Source: an optimization exercise on an open RTL-to-GDS flow (aim: small area). Production flows keep margins and buffers that such runs may drop.
RTL that was checked went through simulation tests only; none was proved equivalent to the original.
The clock port is modelled as an ideal driver; clocking choices that lean on that would not hold on a real chip.
Power and IR drop assume default switching activity.

Setup of orange:
Design top, start of the top module:
module top (
    input logic clk,
    input logic rst_n,
    input logic [15:0] dvsr,
    input logic Rx_din,
    input logic rd_uart,
    input logic wr_uart,
    input logic [7:0] wr_data,
    output logic [7:0] rd_data,
    output logic Tx_dout,
    output logic Rx_full,
    output logic Rx_empty,
    output logic Tx_full,
    output logic parity_error,
    output logic framing_error
);
Size: roughly 200 flip-flops, about 43 I/O pins, about 7100 um^2 of cells after synthesis.
Settings: LEC_CHECK=0, CAP_MARGIN=20, CORE_MARGIN=2, CORE_UTILIZATION=70, PLACE_DENSITY=0.85, SLEW_MARGIN=20; clock period 10.0 ns.
standard.sh (not shown) runs the stock make flow with config.mk's settings and CLKGATE_MAP_FILE= SYNTH_SCRIPT=/design/flow/synth_recipe.tcl, a recipe that flattens the netlist after the stock synthesis.
==> flow/flow/run.sh <==
#!/bin/bash
# The standard layout with these changes:
#  - synthesis maps all logic, adders included, with an area-oriented ABC script
#    (flow/abc_map.script) instead of ORFS's adder cells and speed script; everything
#    else in synthesis, and so every register, is as in the standard synthesis
#  - port buffers are buf_1
#  - the clock tree is built from clkbuf_4 without dummy loads, then buffers whose
#    sinks see a slow edge are upsized (flow/clk_fix.tcl)
# Each tool's output goes to synth.log / standard.log here and to ORFS's own logs
# under orfs/logs.
set -e
rm -rf scripts_area
cp -r "$FLOW_HOME/scripts" scripts_area
cp flow/abc_map.script scripts_area/abc_speed.script
SCRIPTS_DIR=$PWD/scripts_area bash standard.sh ADDER_MAP_FILE= synth > synth.log 2>&1
export BUFFER_PORTS_ARGS="-buffer_cell sky130_fd_sc_hd__buf_1"
export CTS_ARGS="-sink_clustering_enable -repair_clock_nets -dont_use_dummy_load -buf_list sky130_fd_sc_hd__clkbuf_4"
export POST_CTS_TCL=$PWD/flow/clk_fix.tcl
bash standard.sh > standard.log 2>&1
Other scripts of this flow, unchanged in this note and not shown: flow/flow/abc_map.script, flow/flow/clk_fix.tcl
orange closes out successfully: all stages finished, all timing, DRC and antenna checks passed.
--- input diff orange..red ---
- PLACE_DENSITY changed from 0.85 to 0.92
- CORE_UTILIZATION changed from 70 to 78
--- outcome ---
- red has wire length of the first global-routing pass above what orange had.
- Number of placement rows went down by a few percent going from orange to red.
- Diff red..orange | power | negligible
- Between orange and red, slack of the worst reg-to-reg path decreased.
- [compare] base=orange new=red: hold slack lower, depth of the worst register-to-register path went up 2.
- Compared with orange, red shows switching component of the power that has gone up by a few percent.
- Compared with orange, red shows placeable core region lower by about 10%.
- Fraction of area in registers in red is 0.50 points above orange.

---

top, a different RTL version from the one above (not shown whole).
Size in the first run: roughly 470 cells after synthesis, about 200 flip-flops, about 7100 um^2 of cells after synthesis.
clock: 10.0 ns
lec_check: 0
cap_margin: 20
core_margin: 2
core_utilization: 78
place_density: 0.92
slew_margin: 20
==> flow/flow/abc_map.script <==
&get -n
&st
&dc2
&dch -f
&nf -R 1000 -p -F 8 -A 4 -C 32
&put
==> flow/flow/clk_fix.tcl <==
set clk_slew_target 0.105
set next_size {sky130_fd_sc_hd__clkbuf_1 sky130_fd_sc_hd__clkbuf_2
               sky130_fd_sc_hd__clkbuf_2 sky130_fd_sc_hd__clkbuf_4
               sky130_fd_sc_hd__clkbuf_4 sky130_fd_sc_hd__clkbuf_8
               sky130_fd_sc_hd__clkbuf_8 sky130_fd_sc_hd__clkbuf_16}
set lib_cells {}
foreach {from to} $next_size { dict set lib_cells $from $to }

proc pin_slew { pin } {
  return [expr max([get_property $pin slew_max_rise], [get_property $pin slew_max_fall])]
}

set_propagated_clock [all_clocks]
for {set iter 0} {$iter < 40} {incr iter} {
  estimate_parasitics -placement
  set worst 0
  set worst_drv ""
  foreach inst [get_cells clkbuf_*] {
    set m [get_property $inst ref_name]
    if {![dict exists $lib_cells $m]} { continue }
    set out [get_pins -of_objects $inst -filter "direction==output"]
    set net [get_nets -of_objects $out]
    foreach p [get_pins -of_objects $net -filter "direction==input"] {
      set s [pin_slew $p]
      if {$s > $worst} { set worst $s; set worst_drv $inst }
    }
  }
  puts "clk_fix: iteration $iter worst sink slew [format %.1f [expr $worst * 1000]] ps at [get_full_name $worst_drv]"
  if {$worst <= $clk_slew_target || $worst_drv eq ""} { break }
  # upsize the driver, or the buffer feeding it when the driver's own input is slow
  set drv $worst_drv
  set in [get_pins -of_objects $drv -filter "direction==input"]
  set innet [get_nets -of_objects $in]
  set up [lindex [get_pins -of_objects $innet -filter "direction==output"] 0]
  if {$up ne "" && [pin_slew $in] > $clk_slew_target} {
    set updrv [get_cells -of_objects $up]
    if {[dict exists $lib_cells [get_property $updrv ref_name]]} { set drv $updrv }
  }
  set m [get_property $drv ref_name]
  puts "clk_fix: [get_full_name $drv] $m -> [dict get $lib_cells $m]"
  replace_cell $drv [dict get $lib_cells $m]
}
detailed_placement
check_placement -verbose
Scripts as last shown in full above: flow/flow/run.sh
Edit:
- CORE_UTILIZATION: 78 -> 70
- PLACE_DENSITY: 0.92 -> 0.85
The changed run completed with no timing, DRC or antenna violations.
Power stays flat.
Area after synthesis stays the same.
Register-to-register slack stays flat.
Utilization went down by 9.1 points.
Via count went down by 2.0%.
Cell area went up by 0.54%.
Worst setup slack gets better by 0.037 ns.
Cell count went up by 3.8%.

---

Setup of before:
Another version of the RTL of top (not shown whole).
For scale: about 620 cells after synthesis, roughly 200 flip-flops, roughly 43 I/O pins, roughly 8300 µm² of cells after synthesis.
Settings: LEC_CHECK=0, CAP_MARGIN=20, CORE_MARGIN=2, CORE_UTILIZATION=40, SLEW_MARGIN=20; clock period 10.0 ns.
run.sh (not shown) runs the stock make flow with config.mk's settings and CLKGATE_MAP_FILE= SYNTH_SCRIPT=/design/flow/synth_recipe.tcl, a recipe that flattens the netlist after the stock synthesis.
Stock flow here: none of the scripts above is used.
Setup changes, before to after
==> flow/flow/run.sh (new file) <==
#!/bin/bash
# Standard layout, with 1x port buffers and a smaller clock tree without dummy loads.
set -e
export BUFFER_PORTS_ARGS="-buffer_cell sky130_fd_sc_hd__buf_1"
export CTS_ARGS="-sink_clustering_enable -repair_clock_nets -dont_use_dummy_load -buf_list {sky130_fd_sc_hd__clkbuf_4 sky130_fd_sc_hd__clkbuf_8}"
bash standard.sh > standard.log 2>&1
==> flow/standard.sh (new file) <==
#!/bin/bash
# synth_recipe.tcl (not shown) runs the flow's synth.tcl, then flattens the netlist and writes it again
# the make line also repeats each setting of config.mk as NAME=value (left out here)
make -C /OpenROAD-flow-scripts/flow DESIGN_CONFIG=/design/flow/config.mk WORK_HOME=/design/flow/orfs CLKGATE_MAP_FILE= SYNTH_SCRIPT=/design/flow/synth_recipe.tcl "${@:-finish}"
removed: flow/run.sh
--- outcome ---
- Relative to before, maximum clock skew at final layout increased by 33 ps in after.
- before has a higher relative contribution of the clock network to total power than after.
- The run showing the greater final cycle utilization of the critical path is before.
- Compared with before, after instantiates a smaller number of standard cells.
- before → after: total design power went down, power density over cell area decreased by 7.2% relative to the old numbers, post-layout utilization of the core now smaller.
- after ends up with lower area growth from synthesis to final layout than before does.
No functional check of the RTL was part of any run of this note.

==> afterwards: timing with drivers on the ports <==
Ports are ideal in the flow. The routed layouts listed here were re-timed in OpenROAD. Step 1 (the two cells are an assumption about what drives the block):
set clk [get_ports {clk}]
set_driving_cell -lib_cell sky130_fd_sc_hd__clkbuf_16 $clk
set_driving_cell -lib_cell sky130_fd_sc_hd__buf_2 [delete_from_list [all_inputs] $clk]
Step 2, shift: input delay + t, output delay - t, t = (earliest + latest rising clock arrival at the registers) / 2. This alone moves slack from input paths to output paths. a / b / c = ideal ports / drivers / drivers and shift; a / b = the first two.
run | t, ns | slack for setup (ns) | worst setup path at the end | pins driven straight from the clock port
orange | 0.410 | 6.412 / 6.370 / 6.393 | input to register | 1
red | 0.413 | 6.233 / 6.192 / 6.010 | input to register | 1
the first run of note 2 | 0.489 | 5.881 / 5.848 / 6.018 | input to register | 1
the second run of note 2 | 0.511 | 5.918 / 5.887 / 5.994 | input to register | 1
before | 0.470 | 5.119 / 5.076 / 5.193 | input to register | 1
after | 0.478 | 5.504 / 5.467 / 5.648 | input to register | 1
After both steps every run listed still meets setup and hold. For red, which loses most, drivers alone change the setup slack by -0.041 ns; drivers and shift together by -0.223 ns.
